This is an optimization exercise on Yosys and OpenROAD, whose aim is small area and a short achievable clock period, not a production implementation. Function was not checked in any run shown here: the RTL went through the layout flow alone.

<file path="flow/design.v">
module gte_unr_divide (
   input  wire        clk,
   input  wire        reset,
   input  wire        trigger,
   input  wire [15:0] lhs,
   input  wire [15:0] rhs,
   output reg  [16:0] result,
   output reg         div_error
);
   function [9:0] unr_u;
      input [8:0] j;
      begin
         case (j)
         9'd0: unr_u = 10'h200;
         9'd1: unr_u = 10'h1FE;
         9'd2: unr_u = 10'h1FE;
         9'd3: unr_u = 10'h1FC;
         9'd4: unr_u = 10'h1FC;
         9'd5: unr_u = 10'h1FA;
         9'd6: unr_u = 10'h1FA;
         9'd7: unr_u = 10'h1F8;
         9'd8: unr_u = 10'h1F8;
         9'd9: unr_u = 10'h1F6;
         9'd10: unr_u = 10'h1F6;
         9'd11: unr_u = 10'h1F4;
         9'd12: unr_u = 10'h1F4;
         9'd13: unr_u = 10'h1F2;
         9'd14: unr_u = 10'h1F2;
         9'd15: unr_u = 10'h1F0;
         9'd16: unr_u = 10'h1F0;
         9'd17: unr_u = 10'h1EF;
         9'd18: unr_u = 10'h1EF;
         9'd19: unr_u = 10'h1ED;
         9'd20: unr_u = 10'h1ED;
         9'd21: unr_u = 10'h1EB;
         9'd22: unr_u = 10'h1EB;
         9'd23: unr_u = 10'h1E9;
         9'd24: unr_u = 10'h1E9;
         9'd25: unr_u = 10'h1E7;
         9'd26: unr_u = 10'h1E7;
         9'd27: unr_u = 10'h1E5;
         9'd28: unr_u = 10'h1E5;
         9'd29: unr_u = 10'h1E4;
         9'd30: unr_u = 10'h1E4;
         9'd31: unr_u = 10'h1E2;
         9'd32: unr_u = 10'h1E2;
         9'd33: unr_u = 10'h1E0;
         9'd34: unr_u = 10'h1E0;
         9'd35: unr_u = 10'h1DE;
         9'd36: unr_u = 10'h1DE;
         9'd37: unr_u = 10'h1DD;
         9'd38: unr_u = 10'h1DD;
         9'd39: unr_u = 10'h1DB;
         9'd40: unr_u = 10'h1DB;
         9'd41: unr_u = 10'h1D9;
         9'd42: unr_u = 10'h1D9;
         9'd43: unr_u = 10'h1D7;
         9'd44: unr_u = 10'h1D7;
         9'd45: unr_u = 10'h1D6;
         9'd46: unr_u = 10'h1D6;
         9'd47: unr_u = 10'h1D4;
         9'd48: unr_u = 10'h1D4;
         9'd49: unr_u = 10'h1D2;
         9'd50: unr_u = 10'h1D2;
         9'd51: unr_u = 10'h1D1;
         9'd52: unr_u = 10'h1D1;
         9'd53: unr_u = 10'h1CF;
         9'd54: unr_u = 10'h1CF;
         9'd55: unr_u = 10'h1CE;
         9'd56: unr_u = 10'h1CE;
         9'd57: unr_u = 10'h1CC;
         9'd58: unr_u = 10'h1CC;
         9'd59: unr_u = 10'h1CA;
         9'd60: unr_u = 10'h1CA;
         9'd61: unr_u = 10'h1C9;
         9'd62: unr_u = 10'h1C9;
         9'd63: unr_u = 10'h1C7;
         9'd64: unr_u = 10'h1C7;
         9'd65: unr_u = 10'h1C6;
         9'd66: unr_u = 10'h1C6;
         9'd67: unr_u = 10'h1C4;
         9'd68: unr_u = 10'h1C4;
         9'd69: unr_u = 10'h1C2;
         9'd70: unr_u = 10'h1C2;
         9'd71: unr_u = 10'h1C1;
         9'd72: unr_u = 10'h1C1;
         9'd73: unr_u = 10'h1BF;
         9'd74: unr_u = 10'h1BF;
         9'd75: unr_u = 10'h1BE;
         9'd76: unr_u = 10'h1BE;
         9'd77: unr_u = 10'h1BC;
         9'd78: unr_u = 10'h1BC;
         9'd79: unr_u = 10'h1BB;
         9'd80: unr_u = 10'h1BB;
         9'd81: unr_u = 10'h1B9;
         9'd82: unr_u = 10'h1B9;
         9'd83: unr_u = 10'h1B8;
         9'd84: unr_u = 10'h1B8;
         9'd85: unr_u = 10'h1B6;
         9'd86: unr_u = 10'h1B6;
         9'd87: unr_u = 10'h1B5;
         9'd88: unr_u = 10'h1B5;
         9'd89: unr_u = 10'h1B3;
         9'd90: unr_u = 10'h1B3;
         9'd91: unr_u = 10'h1B2;
         9'd92: unr_u = 10'h1B2;
         9'd93: unr_u = 10'h1B1;
         9'd94: unr_u = 10'h1B1;
         9'd95: unr_u = 10'h1AF;
         9'd96: unr_u = 10'h1AF;
         9'd97: unr_u = 10'h1AE;
         9'd98: unr_u = 10'h1AE;
         9'd99: unr_u = 10'h1AC;
         9'd100: unr_u = 10'h1AC;
         9'd101: unr_u = 10'h1AB;
         9'd102: unr_u = 10'h1AB;
         9'd103: unr_u = 10'h1AA;
         9'd104: unr_u = 10'h1AA;
         9'd105: unr_u = 10'h1A8;
         9'd106: unr_u = 10'h1A8;
         9'd107: unr_u = 10'h1A7;
         9'd108: unr_u = 10'h1A7;
         9'd109: unr_u = 10'h1A5;
         9'd110: unr_u = 10'h1A5;
         9'd111: unr_u = 10'h1A4;
         9'd112: unr_u = 10'h1A4;
         9'd113: unr_u = 10'h1A3;
         9'd114: unr_u = 10'h1A3;
         9'd115: unr_u = 10'h1A1;
         9'd116: unr_u = 10'h1A1;
         9'd117: unr_u = 10'h1A0;
         9'd118: unr_u = 10'h1A0;
         9'd119: unr_u = 10'h19F;
         9'd120: unr_u = 10'h19F;
         9'd121: unr_u = 10'h19D;
         9'd122: unr_u = 10'h19D;
         9'd123: unr_u = 10'h19C;
         9'd124: unr_u = 10'h19C;
         9'd125: unr_u = 10'h19B;
         9'd126: unr_u = 10'h19B;
         9'd127: unr_u = 10'h19A;
         9'd128: unr_u = 10'h19A;
         9'd129: unr_u = 10'h198;
         9'd130: unr_u = 10'h198;
         9'd131: unr_u = 10'h197;
         9'd132: unr_u = 10'h197;
         9'd133: unr_u = 10'h196;
         9'd134: unr_u = 10'h196;
         9'd135: unr_u = 10'h195;
         9'd136: unr_u = 10'h195;
         9'd137: unr_u = 10'h193;
         9'd138: unr_u = 10'h193;
         9'd139: unr_u = 10'h192;
         9'd140: unr_u = 10'h192;
         9'd141: unr_u = 10'h191;
         9'd142: unr_u = 10'h191;
         9'd143: unr_u = 10'h190;
         9'd144: unr_u = 10'h190;
         9'd145: unr_u = 10'h18E;
         9'd146: unr_u = 10'h18E;
         9'd147: unr_u = 10'h18D;
         9'd148: unr_u = 10'h18D;
         9'd149: unr_u = 10'h18C;
         9'd150: unr_u = 10'h18C;
         9'd151: unr_u = 10'h18B;
         9'd152: unr_u = 10'h18B;
         9'd153: unr_u = 10'h18A;
         9'd154: unr_u = 10'h18A;
         9'd155: unr_u = 10'h188;
         9'd156: unr_u = 10'h188;
         9'd157: unr_u = 10'h187;
         9'd158: unr_u = 10'h187;
         9'd159: unr_u = 10'h186;
         9'd160: unr_u = 10'h186;
         9'd161: unr_u = 10'h185;
         9'd162: unr_u = 10'h185;
         9'd163: unr_u = 10'h184;
         9'd164: unr_u = 10'h184;
         9'd165: unr_u = 10'h183;
         9'd166: unr_u = 10'h183;
         9'd167: unr_u = 10'h182;
         9'd168: unr_u = 10'h182;
         9'd169: unr_u = 10'h180;
         9'd170: unr_u = 10'h180;
         9'd171: unr_u = 10'h17F;
         9'd172: unr_u = 10'h17F;
         9'd173: unr_u = 10'h17E;
         9'd174: unr_u = 10'h17E;
         9'd175: unr_u = 10'h17D;
         9'd176: unr_u = 10'h17D;
         9'd177: unr_u = 10'h17C;
         9'd178: unr_u = 10'h17C;
         9'd179: unr_u = 10'h17B;
         9'd180: unr_u = 10'h17B;
         9'd181: unr_u = 10'h17A;
         9'd182: unr_u = 10'h17A;
         9'd183: unr_u = 10'h179;
         9'd184: unr_u = 10'h179;
         9'd185: unr_u = 10'h178;
         9'd186: unr_u = 10'h178;
         9'd187: unr_u = 10'h176;
         9'd188: unr_u = 10'h176;
         9'd189: unr_u = 10'h175;
         9'd190: unr_u = 10'h175;
         9'd191: unr_u = 10'h174;
         9'd192: unr_u = 10'h174;
         9'd193: unr_u = 10'h173;
         9'd194: unr_u = 10'h173;
         9'd195: unr_u = 10'h172;
         9'd196: unr_u = 10'h172;
         9'd197: unr_u = 10'h171;
         9'd198: unr_u = 10'h171;
         9'd199: unr_u = 10'h170;
         9'd200: unr_u = 10'h170;
         9'd201: unr_u = 10'h16F;
         9'd202: unr_u = 10'h16F;
         9'd203: unr_u = 10'h16E;
         9'd204: unr_u = 10'h16E;
         9'd205: unr_u = 10'h16D;
         9'd206: unr_u = 10'h16D;
         9'd207: unr_u = 10'h16C;
         9'd208: unr_u = 10'h16C;
         9'd209: unr_u = 10'h16B;
         9'd210: unr_u = 10'h16B;
         9'd211: unr_u = 10'h16A;
         9'd212: unr_u = 10'h16A;
         9'd213: unr_u = 10'h169;
         9'd214: unr_u = 10'h169;
         9'd215: unr_u = 10'h168;
         9'd216: unr_u = 10'h168;
         9'd217: unr_u = 10'h167;
         9'd218: unr_u = 10'h167;
         9'd219: unr_u = 10'h166;
         9'd220: unr_u = 10'h166;
         9'd221: unr_u = 10'h165;
         9'd222: unr_u = 10'h165;
         9'd223: unr_u = 10'h164;
         9'd224: unr_u = 10'h164;
         9'd225: unr_u = 10'h163;
         9'd226: unr_u = 10'h163;
         9'd227: unr_u = 10'h162;
         9'd228: unr_u = 10'h162;
         9'd229: unr_u = 10'h161;
         9'd230: unr_u = 10'h161;
         9'd231: unr_u = 10'h160;
         9'd232: unr_u = 10'h160;
         9'd233: unr_u = 10'h15F;
         9'd234: unr_u = 10'h15F;
         9'd235: unr_u = 10'h15E;
         9'd236: unr_u = 10'h15E;
         9'd237: unr_u = 10'h15E;
         9'd238: unr_u = 10'h15E;
         9'd239: unr_u = 10'h15D;
         9'd240: unr_u = 10'h15D;
         9'd241: unr_u = 10'h15C;
         9'd242: unr_u = 10'h15C;
         9'd243: unr_u = 10'h15B;
         9'd244: unr_u = 10'h15B;
         9'd245: unr_u = 10'h15A;
         9'd246: unr_u = 10'h15A;
         9'd247: unr_u = 10'h159;
         9'd248: unr_u = 10'h159;
         9'd249: unr_u = 10'h158;
         9'd250: unr_u = 10'h158;
         9'd251: unr_u = 10'h157;
         9'd252: unr_u = 10'h157;
         9'd253: unr_u = 10'h156;
         9'd254: unr_u = 10'h156;
         9'd255: unr_u = 10'h155;
         9'd256: unr_u = 10'h155;
         9'd257: unr_u = 10'h154;
         9'd258: unr_u = 10'h154;
         9'd259: unr_u = 10'h154;
         9'd260: unr_u = 10'h154;
         9'd261: unr_u = 10'h153;
         9'd262: unr_u = 10'h153;
         9'd263: unr_u = 10'h152;
         9'd264: unr_u = 10'h152;
         9'd265: unr_u = 10'h151;
         9'd266: unr_u = 10'h151;
         9'd267: unr_u = 10'h150;
         9'd268: unr_u = 10'h150;
         9'd269: unr_u = 10'h14F;
         9'd270: unr_u = 10'h14F;
         9'd271: unr_u = 10'h14E;
         9'd272: unr_u = 10'h14E;
         9'd273: unr_u = 10'h14E;
         9'd274: unr_u = 10'h14E;
         9'd275: unr_u = 10'h14D;
         9'd276: unr_u = 10'h14D;
         9'd277: unr_u = 10'h14C;
         9'd278: unr_u = 10'h14C;
         9'd279: unr_u = 10'h14B;
         9'd280: unr_u = 10'h14B;
         9'd281: unr_u = 10'h14A;
         9'd282: unr_u = 10'h14A;
         9'd283: unr_u = 10'h149;
         9'd284: unr_u = 10'h149;
         9'd285: unr_u = 10'h149;
         9'd286: unr_u = 10'h149;
         9'd287: unr_u = 10'h148;
         9'd288: unr_u = 10'h148;
         9'd289: unr_u = 10'h147;
         9'd290: unr_u = 10'h147;
         9'd291: unr_u = 10'h146;
         9'd292: unr_u = 10'h146;
         9'd293: unr_u = 10'h145;
         9'd294: unr_u = 10'h145;
         9'd295: unr_u = 10'h144;
         9'd296: unr_u = 10'h144;
         9'd297: unr_u = 10'h144;
         9'd298: unr_u = 10'h144;
         9'd299: unr_u = 10'h143;
         9'd300: unr_u = 10'h143;
         9'd301: unr_u = 10'h142;
         9'd302: unr_u = 10'h142;
         9'd303: unr_u = 10'h141;
         9'd304: unr_u = 10'h141;
         9'd305: unr_u = 10'h140;
         9'd306: unr_u = 10'h140;
         9'd307: unr_u = 10'h140;
         9'd308: unr_u = 10'h140;
         9'd309: unr_u = 10'h13F;
         9'd310: unr_u = 10'h13F;
         9'd311: unr_u = 10'h13E;
         9'd312: unr_u = 10'h13E;
         9'd313: unr_u = 10'h13D;
         9'd314: unr_u = 10'h13D;
         9'd315: unr_u = 10'h13D;
         9'd316: unr_u = 10'h13D;
         9'd317: unr_u = 10'h13C;
         9'd318: unr_u = 10'h13C;
         9'd319: unr_u = 10'h13B;
         9'd320: unr_u = 10'h13B;
         9'd321: unr_u = 10'h13A;
         9'd322: unr_u = 10'h13A;
         9'd323: unr_u = 10'h13A;
         9'd324: unr_u = 10'h13A;
         9'd325: unr_u = 10'h139;
         9'd326: unr_u = 10'h139;
         9'd327: unr_u = 10'h138;
         9'd328: unr_u = 10'h138;
         9'd329: unr_u = 10'h137;
         9'd330: unr_u = 10'h137;
         9'd331: unr_u = 10'h137;
         9'd332: unr_u = 10'h137;
         9'd333: unr_u = 10'h136;
         9'd334: unr_u = 10'h136;
         9'd335: unr_u = 10'h135;
         9'd336: unr_u = 10'h135;
         9'd337: unr_u = 10'h134;
         9'd338: unr_u = 10'h134;
         9'd339: unr_u = 10'h134;
         9'd340: unr_u = 10'h134;
         9'd341: unr_u = 10'h133;
         9'd342: unr_u = 10'h133;
         9'd343: unr_u = 10'h132;
         9'd344: unr_u = 10'h132;
         9'd345: unr_u = 10'h132;
         9'd346: unr_u = 10'h132;
         9'd347: unr_u = 10'h131;
         9'd348: unr_u = 10'h131;
         9'd349: unr_u = 10'h130;
         9'd350: unr_u = 10'h130;
         9'd351: unr_u = 10'h12F;
         9'd352: unr_u = 10'h12F;
         9'd353: unr_u = 10'h12F;
         9'd354: unr_u = 10'h12F;
         9'd355: unr_u = 10'h12E;
         9'd356: unr_u = 10'h12E;
         9'd357: unr_u = 10'h12D;
         9'd358: unr_u = 10'h12D;
         9'd359: unr_u = 10'h12D;
         9'd360: unr_u = 10'h12D;
         9'd361: unr_u = 10'h12C;
         9'd362: unr_u = 10'h12C;
         9'd363: unr_u = 10'h12B;
         9'd364: unr_u = 10'h12B;
         9'd365: unr_u = 10'h12B;
         9'd366: unr_u = 10'h12B;
         9'd367: unr_u = 10'h12A;
         9'd368: unr_u = 10'h12A;
         9'd369: unr_u = 10'h129;
         9'd370: unr_u = 10'h129;
         9'd371: unr_u = 10'h129;
         9'd372: unr_u = 10'h129;
         9'd373: unr_u = 10'h128;
         9'd374: unr_u = 10'h128;
         9'd375: unr_u = 10'h127;
         9'd376: unr_u = 10'h127;
         9'd377: unr_u = 10'h127;
         9'd378: unr_u = 10'h127;
         9'd379: unr_u = 10'h126;
         9'd380: unr_u = 10'h126;
         9'd381: unr_u = 10'h125;
         9'd382: unr_u = 10'h125;
         9'd383: unr_u = 10'h125;
         9'd384: unr_u = 10'h125;
         9'd385: unr_u = 10'h124;
         9'd386: unr_u = 10'h124;
         9'd387: unr_u = 10'h123;
         9'd388: unr_u = 10'h123;
         9'd389: unr_u = 10'h123;
         9'd390: unr_u = 10'h123;
         9'd391: unr_u = 10'h122;
         9'd392: unr_u = 10'h122;
         9'd393: unr_u = 10'h121;
         9'd394: unr_u = 10'h121;
         9'd395: unr_u = 10'h121;
         9'd396: unr_u = 10'h121;
         9'd397: unr_u = 10'h120;
         9'd398: unr_u = 10'h120;
         9'd399: unr_u = 10'h11F;
         9'd400: unr_u = 10'h11F;
         9'd401: unr_u = 10'h11F;
         9'd402: unr_u = 10'h11F;
         9'd403: unr_u = 10'h11E;
         9'd404: unr_u = 10'h11E;
         9'd405: unr_u = 10'h11E;
         9'd406: unr_u = 10'h11E;
         9'd407: unr_u = 10'h11D;
         9'd408: unr_u = 10'h11D;
         9'd409: unr_u = 10'h11C;
         9'd410: unr_u = 10'h11C;
         9'd411: unr_u = 10'h11C;
         9'd412: unr_u = 10'h11C;
         9'd413: unr_u = 10'h11B;
         9'd414: unr_u = 10'h11B;
         9'd415: unr_u = 10'h11A;
         9'd416: unr_u = 10'h11A;
         9'd417: unr_u = 10'h11A;
         9'd418: unr_u = 10'h11A;
         9'd419: unr_u = 10'h119;
         9'd420: unr_u = 10'h119;
         9'd421: unr_u = 10'h119;
         9'd422: unr_u = 10'h119;
         9'd423: unr_u = 10'h118;
         9'd424: unr_u = 10'h118;
         9'd425: unr_u = 10'h117;
         9'd426: unr_u = 10'h117;
         9'd427: unr_u = 10'h117;
         9'd428: unr_u = 10'h117;
         9'd429: unr_u = 10'h116;
         9'd430: unr_u = 10'h116;
         9'd431: unr_u = 10'h116;
         9'd432: unr_u = 10'h116;
         9'd433: unr_u = 10'h115;
         9'd434: unr_u = 10'h115;
         9'd435: unr_u = 10'h115;
         9'd436: unr_u = 10'h115;
         9'd437: unr_u = 10'h114;
         9'd438: unr_u = 10'h114;
         9'd439: unr_u = 10'h113;
         9'd440: unr_u = 10'h113;
         9'd441: unr_u = 10'h113;
         9'd442: unr_u = 10'h113;
         9'd443: unr_u = 10'h112;
         9'd444: unr_u = 10'h112;
         9'd445: unr_u = 10'h112;
         9'd446: unr_u = 10'h112;
         9'd447: unr_u = 10'h111;
         9'd448: unr_u = 10'h111;
         9'd449: unr_u = 10'h110;
         9'd450: unr_u = 10'h110;
         9'd451: unr_u = 10'h110;
         9'd452: unr_u = 10'h110;
         9'd453: unr_u = 10'h10F;
         9'd454: unr_u = 10'h10F;
         9'd455: unr_u = 10'h10F;
         9'd456: unr_u = 10'h10F;
         9'd457: unr_u = 10'h10E;
         9'd458: unr_u = 10'h10E;
         9'd459: unr_u = 10'h10E;
         9'd460: unr_u = 10'h10E;
         9'd461: unr_u = 10'h10D;
         9'd462: unr_u = 10'h10D;
         9'd463: unr_u = 10'h10D;
         9'd464: unr_u = 10'h10D;
         9'd465: unr_u = 10'h10C;
         9'd466: unr_u = 10'h10C;
         9'd467: unr_u = 10'h10B;
         9'd468: unr_u = 10'h10B;
         9'd469: unr_u = 10'h10B;
         9'd470: unr_u = 10'h10B;
         9'd471: unr_u = 10'h10A;
         9'd472: unr_u = 10'h10A;
         9'd473: unr_u = 10'h10A;
         9'd474: unr_u = 10'h10A;
         9'd475: unr_u = 10'h109;
         9'd476: unr_u = 10'h109;
         9'd477: unr_u = 10'h109;
         9'd478: unr_u = 10'h109;
         9'd479: unr_u = 10'h108;
         9'd480: unr_u = 10'h108;
         9'd481: unr_u = 10'h108;
         9'd482: unr_u = 10'h108;
         9'd483: unr_u = 10'h107;
         9'd484: unr_u = 10'h107;
         9'd485: unr_u = 10'h107;
         9'd486: unr_u = 10'h107;
         9'd487: unr_u = 10'h106;
         9'd488: unr_u = 10'h106;
         9'd489: unr_u = 10'h106;
         9'd490: unr_u = 10'h106;
         9'd491: unr_u = 10'h105;
         9'd492: unr_u = 10'h105;
         9'd493: unr_u = 10'h105;
         9'd494: unr_u = 10'h105;
         9'd495: unr_u = 10'h104;
         9'd496: unr_u = 10'h104;
         9'd497: unr_u = 10'h104;
         9'd498: unr_u = 10'h104;
         9'd499: unr_u = 10'h103;
         9'd500: unr_u = 10'h103;
         9'd501: unr_u = 10'h103;
         9'd502: unr_u = 10'h103;
         9'd503: unr_u = 10'h102;
         9'd504: unr_u = 10'h102;
         9'd505: unr_u = 10'h102;
         9'd506: unr_u = 10'h102;
         9'd507: unr_u = 10'h101;
         9'd508: unr_u = 10'h101;
         9'd509: unr_u = 10'h101;
         9'd510: unr_u = 10'h101;
         9'd511: unr_u = 10'h101;
         default: unr_u = 10'h000;
         endcase
      end
   endfunction
   reg  [3:0] z0;
   integer    i;
   always @(*) begin
      z0 = 4'd0;
      for (i = 0; i < 16; i = i + 1)
         if (rhs[i]) z0 = 4'd15 - i[3:0];
   end
   wire        err0 = ({1'b0, lhs} >= {rhs, 1'b0});
   wire [31:0] nsh0 = {16'd0, lhs} << z0;
   wire [31:0] dsh0 = {16'd0, rhs} << z0;
   reg         ve1;
   reg  [16:0] np1;
   reg  [14:0] dp1;
   always @(posedge clk) begin
      ve1 <= ~reset & trigger & err0;
      np1 <= nsh0[16:0];
      dp1 <= dsh0[14:0];
   end
   reg         ve2;
   reg  [16:0] np2;
   reg  [14:0] dp2;
   reg  [9:0]  u2;
   always @(posedge clk) begin
      ve2 <= ~reset & ve1;
      np2 <= np1;
      dp2 <= dp1;
      u2  <= unr_u(dp1[14:6]);
   end
   wire [16:0] tl2 = {1'b1, dp2} * u2;            
   wire [16:0] w2  = 17'h00080 - tl2;
   reg         ve3;
   reg  [16:0] np3;
   reg  [9:0]  u3;
   reg  [8:0]  dl3;
   always @(posedge clk) begin
      ve3 <= ~reset & ve2;
      np3 <= np2;
      u3  <= u2;
      dl3 <= w2[16:8];
   end
   wire signed [19:0] p3  = $signed(dl3) * $signed({1'b0, u3}) + 20'sd128;
   wire        [17:0] r3  = {u3, 8'd0} + {{6{p3[19]}}, p3[19:8]};
   reg         ve4;
   reg  [16:0] np4;
   reg  [16:0] rho4;
   always @(posedge clk) begin
      ve4  <= ~reset & ve3;
      np4  <= np3;
      rho4 <= {r3[17], r3[15:0]};                   
   end
   wire [25:0] a4 = np4 * rho4[7:0] + 26'h8000;
   reg         ve5;
   reg  [16:0] np5;
   reg  [8:0]  rh5;
   reg  [17:0] a5;
   always @(posedge clk) begin
      ve5 <= ~reset & ve4;
      np5 <= np4;
      rh5 <= rho4[16:8];
      a5  <= a4[25:8];
   end
   wire [26:0] t5 = np5 * rh5 + a5 + {np5, 8'd0};
   reg         ve6;
   reg  [17:0] s6;
   always @(posedge clk) begin
      ve6 <= ~reset & ve5;
      s6  <= t5[25:8];
   end
   always @(posedge clk) begin
      div_error <= ~reset & ve6;
      result    <= (s6[17] | ve6) ? 17'h1FFFF : s6[16:0];
   end
endmodule
</file>
<file path="flow/run.sh">
#!/bin/bash
# synth_recipe.tcl (not shown) runs the flow's synth.tcl, then flattens the netlist and writes it again
# the make line also repeats each setting of config.mk as NAME=value (left out here)
make -C /OpenROAD-flow-scripts/flow DESIGN_CONFIG=/design/flow/config.mk WORK_HOME=/design/flow/orfs CLKGATE_MAP_FILE= SYNTH_SCRIPT=/design/flow/synth_recipe.tcl finish
</file>
<file path="flow/config.mk">
export PLATFORM = sky130hd
export DESIGN_NAME = gte_unr_divide
export DESIGN_NICKNAME = gte_unr_divide
export VERILOG_FILES = /design/flow/design.v
export SDC_FILE = /design/flow/constraint.sdc
export NUM_CORES = 4
export LEC_CHECK = 0
export CAP_MARGIN = 20
export CORE_MARGIN = 2
export CORE_UTILIZATION = 40
export SLEW_MARGIN = 20
</file>
<file path="flow/constraint.sdc">
create_clock -name core_clock -period 8.0 [get_ports {clk}]
set_input_delay 1.6000 -clock core_clock [delete_from_list [all_inputs] [get_ports {clk}]]
set_output_delay 1.6000 -clock core_clock [all_outputs]
set_load 0.01 [all_outputs]
</file>
==> notes.md, run 1 <==
* Failed at: synthesis
* Run Error: ERROR: TCL interpreter returned an error: Source files actually used in the design:
* Status: aborted with a tool error
* Synth warn at 1
==> run 2: changes to the inputs <==
--- a/flow/config.mk
+++ b/flow/config.mk
@@ -9,3 +9,4 @@
 export CORE_MARGIN = 2
 export CORE_UTILIZATION = 40
 export SLEW_MARGIN = 20
+export SYNTH_MEMORY_MAX_BITS = 16384
==> run 2 against run 1 <==
Now clean on timing, DRC and antenna.
==> notes.md, run 2 <==
* Status: complete, no violations
* Reg clk slew, reported paths at ~0.07 ns
* DP Worst Slack at ~0.22 ns
* Mapped Area at 24500 um2
* Hold_sp: np3[11]
* Worst-case hold slack at roughly 0.32 ns
* Gate Count Post-Synth at 2658
* Layout area overhead at 8.33%
* Synth top cells by count: inv_1, fa_1, nand2_1, and2_1, ha_1
* HPWL after detailed placement at 43800 um
* Worst Path Required at between 8 and 9 ns
* Post-CTS Setup Inserts at 0
* DR top layer: met4
* Most area-hungry cell type in the Yosys netlist: fa_1
* Post-synth ARST share at 0
* First-pass DRT Iterations at 5
* Final count of hold timing violations at 0
* Seq cells post-synth at 230
* Setup violations, final at 0
* Die Wd at 252 um
* Post-synth EDFFs at 0
* Max Slew Vio Count at 0
* RD Place Congestion at 0.876
* Sequential fraction of the synthesis area at 0.188
* R2R Path Start: u3[6]
* Syn Nets at 3292
* IO Count at 53
* Worst setup EP type: register
* Ys flop type: dfxtp_1
* Synth area leaders: fa_1, dfxtp_1, ha_1, and2_1, inv_1
* Vias/cell at 5.17
* Clk latency of the worst-skew pair at 0.56 ns
* Slew of the pin with the lowest slew margin at 0.993 ns
* CP arrival at 8.14 ns
* Fin crit period at 7.71 ns
* FMAX at roughly 130 MHz
* CTS Buf Count at 27
* Layout cells sized above 1 at 0.0375
* R2R cell count at 26
* Core area at 60500 um2
* Count leader, synth: inv_1
* Crit path max fanout at 10
* Antenna violations before repair at 0
* Root Driver: clkbuf_16
* Tot GR Track Use at 0.177
* GRT overflow at 0
* Final WS setup at 0.294 ns
* Nets@finish at 3256
* M1 WL at 24100 um
* Hold endpoint: np4[11]
* Count of cell types in the netlist at 80
* Initial Util at 0.406
* First-pass GRT wire length at 93000 um
* Routed wl met3 at 2000 um
* Flop-to-flop setup slack at about 0.3 ns
* Vias in the first global route at 18800
* Number of remaining DRC errors at 0
* Most common cell after layout, fill and taps aside: inv_1
* Wirelength per Cell at 16.0 um
* Commonest cells after routing, fill and taps aside: inv_1, fa_1, nand2_1, and2_1, ha_1
* Total length of routed wires at 54700 um
* Setup TNS at 0 ns
* Hold depth at 0
* Rel. slew slack at 0.338
* Port bufs at 52
* Met2 WL at 27500 um
* Initial DRC Count at 1051
* RR Endpoint: rho4[16]
* Critical Path Start Type: register
* CTS H-tree depth at 1
* Largest registers: a5 x18, s6 x18
* Post-synth top area share at 0.296
* Row count at 90
* DRT antenna net count at 0
* CP Class: reg2reg
* Maxcap violations at 0
* Min-Delay Path Class: reg2reg
* Syn avg cell area at just over 9 um2
* Vias at 17700
* Largest net degree at the start of global routing at 63
* CTS sink cnt at 230
* Clock Skew at between 0.015 and 0.02 ns
* Die Ht at around 250 um
* TritonCTS clock tree: built
* Max clock buf depth at 3
* Synth warn at 1 (unchanged)
* Final Util at 0.439
* Tcrit/Tclk final at 0.963
* Total die area at 63300 um2
* N_diodes at 0
## run 2: through the flow
step | area [um2] | cells
4_1_cts | 26500 | 3425
5_1_grt | 26600 | 3425
6_report | 26600 | 3425
3_3_place_gp | 25600 | 3375
3_5_place_dp | 25600 | 3375
2_1_floorplan | 24500 | 2658
## run 2: cells by family after synthesis
kind of cell,Yosys count,share of synthesized area
AND/OR/NAND/NOR,825,0.167
multiplexers,46,0.0249
XOR/XNOR,79,0.0282
buffers and inverters,515,0.0796
flip-flops,230,0.188
AO/OA/AOI/OAI,363,0.0958
adder cells (fa/ha/maj),600,0.417
## run 2: cell type report
type	instances	area [um2]
Clock inverter	16	213
Timing Repair Buffer	64	611
Clock buffer	34	722
Inverter	386	1450
Sequential cell	230	4610
Multi-Input combinational cell	1913	18000
Tap cell	782	978
Fill cell	5815	33900
## run 2: how the worst max path moves through the flow
stage | startpoint | to | slack (ns) | cells past startpoint
global placement | u3[6] | rho4[16] | 0.37 | 26
global route | u3[6] | rho4[16] | -0.10 | 26
detailed placement | u3[6] | rho4[16] | 0.22 | 26
floorplan | dl3[2] | rho4[16] | 0.94 | 27
CTS | u3[6] | rho4[16] | 0.14 | 26
finish | u3[6] | rho4[16] | 0.29 | 26
## run 2: timing repair
item / 4_1_cts / 5_1_grt
setup endpoints to repair: 0 / 1
hold buffers: 0 / 0
gates resized for setup: 0 / 2
## run 2: worst max-delay path, stage by stage (launching register included)
cell and delay (ns):
dfxtp_1 0.56, nand2_1 0.14, fa_1 0.55, inv_1 0.05, fa_1 0.50, inv_1 0.06, fa_1 0.53, inv_1 0.05
fa_1 0.51, fa_1 0.43, ha_1 0.32, a21o_1 0.16, a21oi_1 0.23, a31oi_2 0.18, o211a_1 0.30, o21a_1 0.22
o21a_1 0.22, o41ai_1 0.50, xnor2_2 0.26, ha_1 0.37, nor2b_1 0.14, o21a_1 0.18, or4_1 0.42, a31o_2 0.24
a21oi_1 0.16, xor2_1 0.21, xnor2_1 0.09
## run 2: per-layer routing
layer,track usage,vias up
met5,0,-
met4,0.0451,0
met3,0.0163,76
met2,0.319,405
met1,0.226,8836
li1,-,8404
==> run 3: changes to the inputs <==
--- a/flow/design.v
+++ b/flow/design.v
@@ -555,8 +555,7 @@
       dp2 <= dp1;
       u2  <= unr_u(dp1[14:6]);
    end
-   wire [16:0] tl2 = {1'b1, dp2} * u2;            
-   wire [16:0] w2  = 17'h00080 - tl2;
+   wire [16:0] w2  = 17'h00080 - {1'b1, dp2} * u2;    
    reg         ve3;
    reg  [16:0] np3;
    reg  [9:0]  u3;
@@ -567,8 +566,8 @@
       u3  <= u2;
       dl3 <= w2[16:8];
    end
-   wire signed [19:0] p3  = $signed(dl3) * $signed({1'b0, u3}) + 20'sd128;
-   wire        [17:0] r3  = {u3, 8'd0} + {{6{p3[19]}}, p3[19:8]};
+   wire [25:0] p3  = {u3, 16'd0} + dl3 * u3 - {u3 & {10{dl3[8]}}, 9'd0} + 26'd128;
+   wire [17:0] r3  = p3[25:8];
    reg         ve4;
    reg  [16:0] np4;
    reg  [16:0] rho4;
--- a/flow/config.mk
+++ b/flow/config.mk
@@ -8,5 +8,6 @@
 export CAP_MARGIN = 20
 export CORE_MARGIN = 2
 export CORE_UTILIZATION = 40
+export SETUP_SLACK_MARGIN = 2.5
 export SLEW_MARGIN = 20
 export SYNTH_MEMORY_MAX_BITS = 16384
==> run 3 against run 2 <==
Still clean. Via count grew 7.0%. Synthesized cell count grew 7.7%. Critical path depth shrank 9. Non-clock buffer count grew 44.
==> notes.md, run 3 <==
* Status: complete, no violations
* Critical Path Start Type: register
* Vias/cell at 5.08 (-1.9%)
* Initial Util at 0.404 (-0.00139)
* Synth area leaders: fa_1, dfxtp_1, ha_1, inv_1, and2_1
* HPWL after detailed placement at 44600 um (+1.8%)
* RR Endpoint: s6[17]
* Tcrit/Tclk final at 0.684 (-0.279)
* Largest registers: a5 x18, s6 x18
* Rel. slew slack at 0.292 (-0.0463)
* CTS H-tree depth at 1 (unchanged)
* Most common cell after layout, fill and taps aside: inv_1
* Most area-hungry cell type in the Yosys netlist: fa_1
* Initial DRC Count at 1077 (+2.5%)
* Worst setup EP type: register
* Count of cell types in the netlist at 67 (-16%)
* Nets@finish at 3520 (+8.1%)
* Final count of hold timing violations at 0 (unchanged)
* Min-Delay Path Class: reg2reg
* Row count at 92 (+2.2%)
* Hold_sp: rho4[15]
* CP Class: reg2reg
* Flop-to-flop setup slack at 2.52 ns (+2.23 ns)
* Clk latency of the worst-skew pair at 0.55 ns (about the same)
* DRT antenna net count at 0 (unchanged)
* Setup violations, final at 0 (unchanged)
* RSZ-0062 raised after global routing: yes
* Synth warn at 1 (unchanged)
* FMAX at 183 MHz (+41%)
* First-pass DRT Iterations at 5 (unchanged)
* Setup TNS at 0 ns (unchanged)
* Root Driver: clkbuf_16
* CTS Buf Count at 26 (-3.7%)
* Post-synth ARST share at 0 (unchanged)
* Vias in the first global route at 20000 (+6.7%)
* Max Slew Vio Count at 0 (unchanged)
* Commonest cells after routing, fill and taps aside: inv_1, fa_1, nand2_1, and2_1, ha_1
* Layout cells sized above 1 at 0.0644 (+0.0269)
* Crit path max fanout at 10 (unchanged)
* Clock Skew at 0.0168 ns (+0.000190 ns)
* Count leader, synth: inv_1
* Sequential fraction of the synthesis area at 0.181 (-0.00715)
* DP Worst Slack at 1.89 ns (+1.67 ns)
* Die Ht at 256 um (+1.9%)
* Cts hold-fix bufs at 0 (unchanged)
* Total die area at 65800 um2 (+3.9%)
* Wirelength per Cell at 15.5 um (-3.0%)
* Largest net degree at the start of global routing at 73 (+16%)
* TritonCTS clock tree: built
* Slew of the pin with the lowest slew margin at 1.06 ns (+0.0680 ns)
* Synth top cells by count: inv_1, fa_1, nand2_1, and2_1, ha_1
* Maxcap violations at 0 (unchanged)
* N_diodes at 0 (unchanged)
* Vias at 19000 (+7.0%)
* First-pass GRT wire length at 98100 um (+5.5%)
* Number of remaining DRC errors at 0 (unchanged)
* Hold endpoint: rh5[7]
* Worst Path Required at 8.48 ns (+0.05 ns)
* RD Place Congestion at 0.905 (+3.3%)
* Fin crit period at 5.48 ns (-2.23 ns)
* Post-synth EDFFs at 0 (unchanged)
* Layout area overhead at 10.3%
* R2R Path Start: np5[2]
* Port bufs at 52 (unchanged)
* R2R cell count at 17 (-35%)
* Reg clk slew, reported paths at 0.06 ns (about the same)
* Total length of routed wires at 57900 um (+5.8%)
* Syn avg cell area at 8.91 um2 (-3.5%)
* Gate Count Post-Synth at 2863 (+7.7%)
* Post-synth top area share at 0.294 (-0.00265)
* Core area at 63100 um2 (+4.3%)
* Die Wd at 256 um (+1.9%)
* Hold depth at 0 (unchanged)
* Seq cells post-synth at 230 (unchanged)
* Syn Nets at 3513 (+6.7%)
* Max clock buf depth at 3 (unchanged)
* Mapped Area at 25500 um2 (+4.0%)
* Final WS setup at 2.52 ns (+2.23 ns)
* Ys flop type: dfxtp_1
* IO Count at 53 (unchanged)
* Tot GR Track Use at 0.178 (+0.00136)
* Antenna violations before repair at 0 (unchanged)
* CP arrival at 5.96 ns (-2.18 ns)
* GRT overflow at 0 (unchanged)
* CTS sink cnt at 230 (unchanged)
## run 3: worst max-delay path, stage by stage (launching register included)
cell and delay [ns]:
dfxtp_4 0.38, and2_1 0.19, fa_1 0.48, fa_1 0.55, fa_1 0.44, fa_1 0.51
inv_2 0.04, fa_1 0.49, inv_2 0.05, ha_4 0.22, a21o_1 0.19, a2111o_1 0.42
a41oi_2 0.25, nand2_2 0.12, a32o_2 0.27, o41a_1 0.34, or4_1 0.40, nand3_1 0.07
## run 3: worst max-delay path by stage
| stage | start | to | slack (ns) | cells past startpoint |
|---|---|---|---|---|
| after floorplan | rh5[0] | s6[17] | 2.50 | 19 |
| after global placement | rh5[0] | s6[17] | 2.00 | 18 |
| after detailed placement | rh5[0] | s6[17] | 1.89 | 18 |
| after CTS | np5[4] | s6[17] | 2.44 | 19 |
| after global routing | np5[2] | s6[17] | 2.35 | 17 |
| final | np5[2] | s6[17] | 2.52 | 17 |
## run 3: final cells by class
type	count	area [um2]
Multi-Input combinational cell	1972	18500
Fill cell	6150	35000
Inverter	532	2000
Sequential cell	230	4710
Clock inverter	12	144
Tap cell	846	1060
Timing Repair Buffer	108	943
Clock buffer	36	759
## run 3: cell families after synthesis
group / after synthesis / share of synthesized area
AO/OA/AOI/OAI: 360 / 0.0889
AND/OR/NAND/NOR: 859 / 0.167
adder cells (fa/ha/maj): 616 / 0.412
XOR/XNOR: 71 / 0.0244
buffers and inverters: 661 / 0.0978
multiplexers: 66 / 0.0290
flip-flops: 230 / 0.181
## run 3: what timing repair did
action,CTS,global route
buffers inserted,29,15
endpoints found under the setup margin,18,20
gates resized for setup,58,32
pin swaps,11,17
## run 3: layer usage
layer / wire [um] / share of wire / vias to the layer above / global-route usage
met4: 1130 / 0.019 / 0 / 0.0399
met3: 2570 / 0.044 / 93 / 0.0210
met1: 25400 / 0.44 / 9332 / 0.227
met2: 28800 / 0.50 / 521 / 0.322
met5: 0 / 0 / - / 0
li1: - / - / 9017 / -
## run 3: metrics by stage
stage / area [um2] / utilization / instances / hold WS (ns)
detailed placement: 26700 / 0.423 / 3644 / 0.312
floorplan: 25600 / - / 2863 / 0.310
finish: 28100 / 0.446 / 3736 / 0.324
global placement: 26700 / 0.423 / 3644 / 0.310
global route: 28100 / 0.446 / 3736 / 0.326
CTS: 27900 / 0.443 / 3721 / 0.321
==> run 4: changes to the inputs <==
--- a/flow/config.mk
+++ b/flow/config.mk
@@ -8,6 +8,6 @@
 export CAP_MARGIN = 20
 export CORE_MARGIN = 2
 export CORE_UTILIZATION = 40
-export SETUP_SLACK_MARGIN = 2.5
+export SETUP_SLACK_MARGIN = 5
 export SLEW_MARGIN = 20
 export SYNTH_MEMORY_MAX_BITS = 16384
==> run 4 against run 3 <==
Worst setup slack better by 0.020 ns. Synthesized cell count unchanged. Worst hold slack worse by 0.017 ns. Die area unchanged. Register-to-register slack better by 0.02 ns. Critical path type unchanged.
==> notes.md, run 4 <==
* Status: complete, no violations
* Crit path from: rh5[3]
* DRT antenna net count at 0 (unchanged)
* CTS Buf Count at 26 (unchanged)
* Vias/cell at 5.16 (+1.6%)
* CP arrival at 5.95 ns (about the same)
* Syn avg cell area at 8.91 um2 (unchanged)
* Layout cells sized above 1 at 0.210 (+0.146)
* Cts hold-fix bufs at 0 (unchanged)
* Core area at 63100 um2 (unchanged)
* Fin crit period at 5.46 ns (-0.0202 ns)
* Wirelength per Cell at 16.9 um (+9.2%)
* Max clock buf depth at 3 (unchanged)
* Synth top cells by count: inv_1, fa_1, nand2_1, and2_1, ha_1
* GRT overflow at 0 (unchanged)
* Setup TNS at 0 ns (unchanged)
* Rel. slew slack at 0.319 (+0.0274)
* # fillers at 5767 (-6.2%)
* Largest net degree at the start of global routing at 73 (unchanged)
* Critical Path Start Type: register
* RSZ-0062 raised after global routing: yes
* Row count at 92 (unchanged)
* Nets@finish at 3664 (+4.1%)
* Maxcap violations at 0 (unchanged)
* Reg clk slew, reported paths at 0.07 ns (about the same)
* R2R Path Start: rh5[3]
* Min-Delay Path Class: reg2reg
* Post-synth top area share at 0.294 (unchanged)
* Layout area overhead at 22.4%
* Initial DRC Count at 1439 (+34%)
* Total length of routed wires at 65700 um (+13%)
* Vias at 20000 (+5.5%)
* Max Slew Vio Count at 0 (unchanged)
* CP Class: reg2reg
* Most area-hungry cell type in the Yosys netlist: fa_1
* Count leader, synth: inv_1
* Mapped Area at 25500 um2 (unchanged)
* Sequential fraction of the synthesis area at 0.181 (unchanged)
* Commonest cells after routing, fill and taps aside: inv_1, fa_1, nand2_1, and2_1, ha_1
* TritonCTS clock tree: built
* HPWL after detailed placement at 46400 um (+4.1%)
* Antenna violations before repair at 0 (unchanged)
* Syn Nets at 3513 (unchanged)
* Tot GR Track Use at 0.198 (+0.0200)
* Slew of the pin with the lowest slew margin at 1.02 ns (-0.0411 ns)
* Clk latency of the worst-skew pair at 0.56 ns (about the same)
* Final count of hold timing violations at 0 (unchanged)
* N_diodes at 0 (unchanged)
* FMAX at 183 MHz (+0.37%)
* Gate Count Post-Synth at 2863 (unchanged)
* Post-synth EDFFs at 0 (unchanged)
* RD Place Congestion at 0.890 (-1.6%)
* Count of cell types in the netlist at 67 (unchanged)
* CTS H-tree depth at 1 (unchanged)
* Tcrit/Tclk final at 0.682 (-0.00253)
* Most common cell after layout, fill and taps aside: inv_1
* Die Wd at 256 um (unchanged)
* Total die area at 65800 um2 (unchanged)
* Hold_sp: rho4[15]
* Synth warn at 1 (unchanged)
* Setup violations, final at 0 (unchanged)
* Die Ht at 256 um (unchanged)
* Port bufs at 52 (unchanged)
* IO Count at 53 (unchanged)
* Clock Skew at 0.0276 ns (+0.0108 ns)
* CTS sink cnt at 230 (unchanged)
* Largest registers: a5 x18, s6 x18
* Number of remaining DRC errors at 0 (unchanged)
* Vias in the first global route at 21300 (+6.2%)
* Final Util at 0.495 (+0.0488)
* Crit path max fanout at 7 (-3)
* Synth area leaders: fa_1, dfxtp_1, ha_1, inv_1, and2_1
* Initial Util at 0.404 (unchanged)
* First-pass GRT wire length at 107000 um (+9.0%)
* Ys flop type: dfxtp_1
* Post-synth ARST share at 0 (unchanged)
* First-pass DRT Iterations at 6 (+1)
* Root Driver: clkbuf_16
* Worst Path Required at 8.50 ns (+0.02 ns)
* Seq cells post-synth at 230 (unchanged)
* Worst setup EP type: register
==> run 4: cell count changes in the layout (fill, tap and decap cells not counted), moves of 27 or more <==
cell | before | now
nand2_1 | 310 | 282
mux2i_1 | 57 | 22
ha_1 | 239 | 207
clkdlybuf4s50_1 | 52 | 17
inv_1 | 527 | 500
a21oi_1 | 100 | 71
buf_6 | 2 | 49
buf_4 | 52 | 134
dfxtp_4 | 19 | 51
dfxtp_1 | 185 | 153
==> run 4: final cells by class <==
type                            count  area [um2]  share of cell area
Multi-Input combinational cell   1976       20100               0.643
Sequential cell                   230        4830               0.155
Timing Repair Buffer              248        2290              0.0735
Inverter                          532        2000              0.0642
Tap cell                          846        1060              0.0339
Clock buffer                       31         709              0.0227
Clock inverter                     17         231             0.00742
==> run 4: layer usage <==
metal  global-route usage  share of wire  vias up
met5                    0              0        -
met2                0.349           0.50      652
met3               0.0268          0.053      172
li1                     -              -     9320
met4               0.0719          0.036        0
met1                0.247           0.41     9865
==> run 4: critical path, cell delays in order (launching register included) <==
cell and delay, ns:
dfxtp_4 0.38, and2_4 0.15, fa_1 0.54, inv_2 0.04
fa_2 0.56, inv_2 0.04, fa_2 0.34, fa_1 0.51
inv_1 0.05, fa_1 0.50, inv_2 0.05, ha_4 0.21
a21o_1 0.20, a2111o_1 0.39, a41oi_2 0.25, nand2_2 0.11
a32o_2 0.27, o41a_1 0.32, or4_1 0.40, nand3_1 0.09
==> run 4: metrics by stage <==
| step | cell area (um2) | hold slack (ns) | std cells | worst slack (ns) |
|---|---|---|---|---|
| 6_report | 31200 | 0.307 | 3880 | 2.54 |
| 5_1_grt | 31200 | 0.302 | 3880 | 2.40 |
| 4_1_cts | 30400 | 0.303 | 3838 | 2.56 |
| 3_5_place_dp | 27100 | 0.312 | 3640 | 1.94 |
| 3_3_place_gp | 27100 | 0.311 | 3640 | 2.10 |
| 2_1_floorplan | 26300 | 0.310 | 2863 | 2.60 |
==> run 4: cells by family (layout without fill, tap and decap cells) <==
logic type | after synthesis | count (layout) | synth area share
fa+ha+maj | 616 | 616 | 0.412
flops | 230 | 230 | 0.181
compound gates | 360 | 363 | 0.0889
simple gates | 859 | 860 | 0.167
buf+inv | 661 | 828 | 0.0978
xor+xnor | 71 | 71 | 0.0244
mux | 66 | 66 | 0.0290
==> run 4: what timing repair did <==
action,4_1_cts,5_1_grt
buffers inserted,144,42
cloned,6,0
endpoints found under the setup margin,108,107
endpoints found under the hold margin,0,0
pin swaps,132,86
resized for setup,381,136
==> run 4: final timing paths <==
kind / endpoint / depth (start not counted) / slack (ns)
max: s6[17] / 19 / 2.54
min: rh5[7] / 0 / 0.31
max reg2reg: s6[17] / 19 / 2.54
min reg2reg: rh5[7] / 0 / 0.31

afterwards: timing with drivers on the ports:
In the flow no input, the clock included, has a driving cell. The finished layouts below were timed again as built, in two steps.
Step 1 (the two cells are an assumption about what drives the block):
set clk [get_ports {clk}]
set_driving_cell -lib_cell sky130_fd_sc_hd__clkbuf_16 $clk
set_driving_cell -lib_cell sky130_fd_sc_hd__buf_2 [delete_from_list [all_inputs] $clk]
Step 2 also shifts input and output timing later by t, the mid clock arrival at the registers, as if the neighbouring blocks saw the same clock.
a / b / c = ideal ports / drivers / drivers and shift; a / b = the first two.
run | t (ns) | slack for setup (ns) | worst setup path at the end | worst register clock-pin slew, ns | worst data-port slew with drivers (ns)
run 2 | 0.611 | 0.294 / 0.294 / 0.294 | register to register | 0.07 / 0.07 | 0.04
run 3 | 0.599 | 2.525 / 2.525 / 2.525 | register to register | 0.07 / 0.07 | 0.04
run 4 | 0.603 | 2.545 / 2.545 / 2.545 | register to register | 0.07 / 0.07 | 0.06
After both steps every run listed still meets setup and hold.
